Source: an optimization exercise on an open RTL-to-GDS flow (aim: small area). Production flows keep margins and buffers that such runs may drop. The RTL was checked by simulation tests, not by an equivalence proof against the original design.

== before ==
## kianv_harris_mc_edition
module kianv_harris_mc_edition #(
    parameter int RESET_ADDR        = 0,
    parameter int SYSTEM_CLK        = 50_000_000,
    parameter int NUM_ENTRIES_ITLB  = 16,
    parameter int NUM_ENTRIES_DTLB  = 16
) (
    input  logic         clk,
    input  logic         resetn,
    output logic         mem_valid,
    input  logic         mem_ready,
    output logic [3:0]   mem_wstrb,
    output logic [33:0]  mem_addr,
    output logic [31:0]  mem_wdata,
    input  logic [31:0]  mem_rdata,
    output logic [31:0]  PC,
    input  logic         access_fault,
    input  logic         IRQ3,
    input  logic         IRQ7,
    input  logic         IRQ9,
    input  logic         IRQ11,
    output logic [63:0]  timer_counter,
    output logic         is_instruction
);
==> flow/config.mk <==
export PLATFORM = sky130hd
export DESIGN_NAME = kianv_harris_mc_edition
export DESIGN_NICKNAME = kianv_harris_mc_edition
export VERILOG_FILES = /design/flow/design.v
export SDC_FILE = /design/flow/constraint.sdc
export NUM_CORES = 8
export LEC_CHECK = 0
export ABC_AREA = 0
export CAP_MARGIN = 20
export CORE_MARGIN = 2
export CORE_UTILIZATION = 40
export CTS_CLUSTER_DIAMETER = 100
export CTS_CLUSTER_SIZE = 24
export PLACE_DENSITY = 0.6
export SLEW_MARGIN = 30
==> flow/constraint.sdc <==
create_clock -name core_clock -period 25.0 [get_ports {clk}]
set_input_delay 5.0000 -clock core_clock [delete_from_list [all_inputs] [get_ports {clk}]]
set_output_delay 5.0000 -clock core_clock [all_outputs]
set_load 0.01 [all_outputs]
standard.sh (not shown) runs the stock make flow with config.mk's settings and CLKGATE_MAP_FILE= SYNTH_SCRIPT=/design/flow/synth_recipe.tcl, a recipe that flattens the netlist after the stock synthesis.
==> flow/flow/run.sh <==
#!/bin/bash
# Layout flow: the standard layout (standard.sh, unchanged synthesis,
# floorplan, power grid and placement) with two changes to how the layout
# is made:
#   - clock tree synthesis without dummy loads (same clustering as
#     config.mk's CTS_CLUSTER_SIZE / CTS_CLUSTER_DIAMETER)
#   - the input/output port buffers use sky130_fd_sc_hd__buf_2
# Every tool's output goes to a log file in this folder (make's output to
# flow_make.log; ORFS keeps each step's log under orfs/logs/).
set -euo pipefail
export CTS_ARGS="-sink_clustering_enable -repair_clock_nets -sink_clustering_size 24 -sink_clustering_max_diameter 100 -dont_use_dummy_load"
export BUFFER_PORTS_ARGS="-buffer_cell sky130_fd_sc_hd__buf_2"
bash standard.sh finish > flow_make.log 2>&1
Relative to before, the following input files were edited for after:
--- a/flow/flow/run.sh
+++ b/flow/flow/run.sh
@@ -9,5 +9,5 @@
 # flow_make.log; ORFS keeps each step's log under orfs/logs/).
 set -euo pipefail
-export CTS_ARGS="-sink_clustering_enable -repair_clock_nets -sink_clustering_size 24 -sink_clustering_max_diameter 100 -dont_use_dummy_load"
+export CTS_ARGS="-sink_clustering_enable -repair_clock_nets -sink_clustering_size 28 -sink_clustering_max_diameter 100 -dont_use_dummy_load"
 export BUFFER_PORTS_ARGS="-buffer_cell sky130_fd_sc_hd__buf_2"
 bash standard.sh finish > flow_make.log 2>&1
--- a/flow/config.mk
+++ b/flow/config.mk
@@ -11,5 +11,5 @@
 export CORE_UTILIZATION = 40
 export CTS_CLUSTER_DIAMETER = 100
-export CTS_CLUSTER_SIZE = 24
+export CTS_CLUSTER_SIZE = 28
 export PLACE_DENSITY = 0.6
 export SLEW_MARGIN = 30
Notes after the runs:
- Comparing after and before, the higher worst-case setup margin in the final layout is on before.
- [compare] base=before new=after: placed wire-length estimate after detailed placement now sits at about the same level; final critical-path share of the clock period now sits higher; design area now sits at about the same level; worst clock skew now sits lower.
- Count of clock-buffer cells in the layout ends up higher on before.

* * *

## run A
Another version of the RTL of kianv_harris_mc_edition (not shown whole).
Size: ~17000 cells after synthesis, ~3500 flip-flops.
==> flow/design.v (excerpt) <==
module kianv_harris_mc_edition #(
    parameter int RESET_ADDR        = 0,
    parameter int SYSTEM_CLK        = 50_000_000,
    parameter int NUM_ENTRIES_ITLB  = 16,
    parameter int NUM_ENTRIES_DTLB  = 16
) (
    input  logic         clk,
    input  logic         resetn,
    output logic         mem_valid,
    input  logic         mem_ready,
    output logic [3:0]   mem_wstrb,
    output logic [33:0]  mem_addr,
    output logic [31:0]  mem_wdata,
    input  logic [31:0]  mem_rdata,
    output logic [31:0]  PC,
    input  logic         access_fault,
    input  logic         IRQ3,
    input  logic         IRQ7,
    input  logic         IRQ9,
    input  logic         IRQ11,
    output logic [63:0]  timer_counter,
    output logic         is_instruction
);
Settings: LEC_CHECK=0, ABC_AREA=1, CAP_MARGIN=20, CORE_MARGIN=2, CORE_UTILIZATION=40, CTS_CLUSTER_DIAMETER=100, CTS_CLUSTER_SIZE=24, PLACE_DENSITY=0.6, SLEW_MARGIN=30; clock period 25.0 ns.
==> flow/flow/run.sh <==
#!/bin/bash
# Layout flow: the standard layout (standard.sh, unchanged synthesis,
# floorplan, power grid and placement) with two changes to how the layout
# is made:
#   - clock tree synthesis without dummy loads (same clustering as
#     config.mk's CTS_CLUSTER_SIZE / CTS_CLUSTER_DIAMETER)
#   - the input/output port buffers use sky130_fd_sc_hd__buf_2
# Every tool's output goes to a log file in this folder (make's output to
# flow_make.log; ORFS keeps each step's log under orfs/logs/).
set -euo pipefail
export CTS_ARGS="-sink_clustering_enable -repair_clock_nets -sink_clustering_size 24 -sink_clustering_max_diameter 100 -dont_use_dummy_load"
export BUFFER_PORTS_ARGS="-buffer_cell sky130_fd_sc_hd__buf_2"
bash standard.sh finish > flow_make.log 2>&1
Per the final summary, run A finished and its layout is clean on timing, DRC and antenna.
Relative to run A, the following input files were edited for run B:
- changing ABC_AREA from 1 to 0
Results
- Run B finished all stages; the layout is clean.
- For sequential share of layout area, run A and run B come out practically identical.
- Compound-gate portion of the synthesized area up 1.1 points in run B wrt run A
- Run B ended up with a lower total wire length than run A did.
- Run A -> run B: worst hold path stage count delta 0, exact match
- Die area: run B vs run A, no meaningful difference
[inputs] run C vs run B
- PLACE_DENSITY changed from 0.6 to 0.7
- ABC_AREA changed from 0 to 1
[summary]
- The global-route usage of run C is higher than that of run B.
- The flow did not stop early for run C: all stages ran, and the layout cleared the timing, DRC and antenna checks.
- [run C] total detailed-routing wirelength rose 7.2% relative to run B
- Summary: with run B as the reference, vias after detailed routing in run C moved up by a few percent.
- As of run C, first-pass GRT wire length had risen by a few percent compared to run B.
[inputs] run D vs run C
- swapping 0.7 for 0.6 in PLACE_DENSITY
==> flow/flow/run.sh <==
#!/bin/bash
# Layout flow: the standard layout (standard.sh, unchanged synthesis,
# floorplan, power grid and placement) with these changes to how the layout
# is made:
#   - clock tree synthesis without dummy loads (same clustering as
#     config.mk's CTS_CLUSTER_SIZE / CTS_CLUSTER_DIAMETER)
#   - the input/output port buffers use sky130_fd_sc_hd__buf_2
#   - after global routing, gates on paths with positive slack are
#     downsized where timing allows (ORFS's power recovery step), and the
#     slew and capacitance limits are repaired again afterwards
#     (flow/post_grt.tcl)
# Every tool's output goes to a log file in this folder (make's output to
# flow_make.log; ORFS keeps each step's log under orfs/logs/).
set -euo pipefail
export CTS_ARGS="-sink_clustering_enable -repair_clock_nets -sink_clustering_size 24 -sink_clustering_max_diameter 100 -dont_use_dummy_load"
export BUFFER_PORTS_ARGS="-buffer_cell sky130_fd_sc_hd__buf_2"
export RECOVER_POWER=100
export POST_GLOBAL_ROUTE_TCL="$PWD/flow/post_grt.tcl"
bash standard.sh finish > flow_make.log 2>&1
==> flow/flow/post_grt.tcl (new file) <==
# After ORFS's power recovery (downsizing of gates with positive slack) in
# the global-route step: fix the slew and capacitance limits again on the
# global-route parasitics, then re-legalise and re-route the changed nets.
log_cmd estimate_parasitics -global_routing
log_cmd repair_design -slew_margin $::env(SLEW_MARGIN) -cap_margin $::env(CAP_MARGIN)
log_cmd global_route -start_incremental
log_cmd detailed_placement
log_cmd global_route -end_incremental
log_cmd estimate_parasitics -global_routing
==> comparison <==
| register-to-register slack | run D vs run C | 0.88 ns lower |. Cmp run D and run C / final period utilization / lower: run D. Run D vs. run C: met2 global-route usage has decreased; wire length of the first global-routing pass has decreased. Lower half-perimeter wire length after detailed placement goes to run D over run C. Run C was routed with fewer vias than run D. Run D: no failed stages, no open violations at the end. [compare] base=run C new=run D: share of layout cells above drive strength 1 lost 0.85 points, final critical delay including setup and external delays moved down. Clock latency on the worst-skew pair delta for run D relative to run C: 0.04 ns higher.

-- what the ideal ports hide --
In the flow no input, the clock included, has a driving cell. The finished layouts below were timed again as built, in two steps.
Step 1 assumes that a clkbuf_16 drives the clock port and a buf_2 every other input.
Step 2 times the ports against the registers' clock, not the clock port: input delays grow and output delays shrink by t, the midpoint of the rising clock arrivals with the driver on.
Slacks: ideal / step 1 / step 2; pairs: ideal / step 1.
| run | t (ns) | setup WS [ns] | worst setup path after step 2 | slew at the worst register clock pin (ns) | worst slew at a driven data input, ns |
|---|---|---|---|---|---|
| before | 1.008 | 2.845 / 2.819 / 2.777 | input to register | 0.11 / 0.11 | 0.32 |
| after | 1.028 | 2.763 / 2.737 / 2.670 | input to register | 0.12 / 0.12 | 0.32 |
| run A | 1.067 | 1.809 / 1.789 / 1.789 | input to output | 0.11 / 0.11 | 0.32 |
| run B | 1.055 | 0.441 / 0.422 / 0.422 | input to output | 0.11 / 0.11 | 0.19 |
| run C | 1.071 | 0.996 / 0.960 / 0.960 | input to output | 0.11 / 0.11 | 0.30 |
| run D | 1.070 | 1.639 / 1.614 / 1.614 | input to output | 0.11 / 0.11 | 0.32 |
After both steps every run listed still meets setup and hold. For after, which loses most, drivers alone change the setup slack by -0.026 ns; drivers and shift together by -0.093 ns.
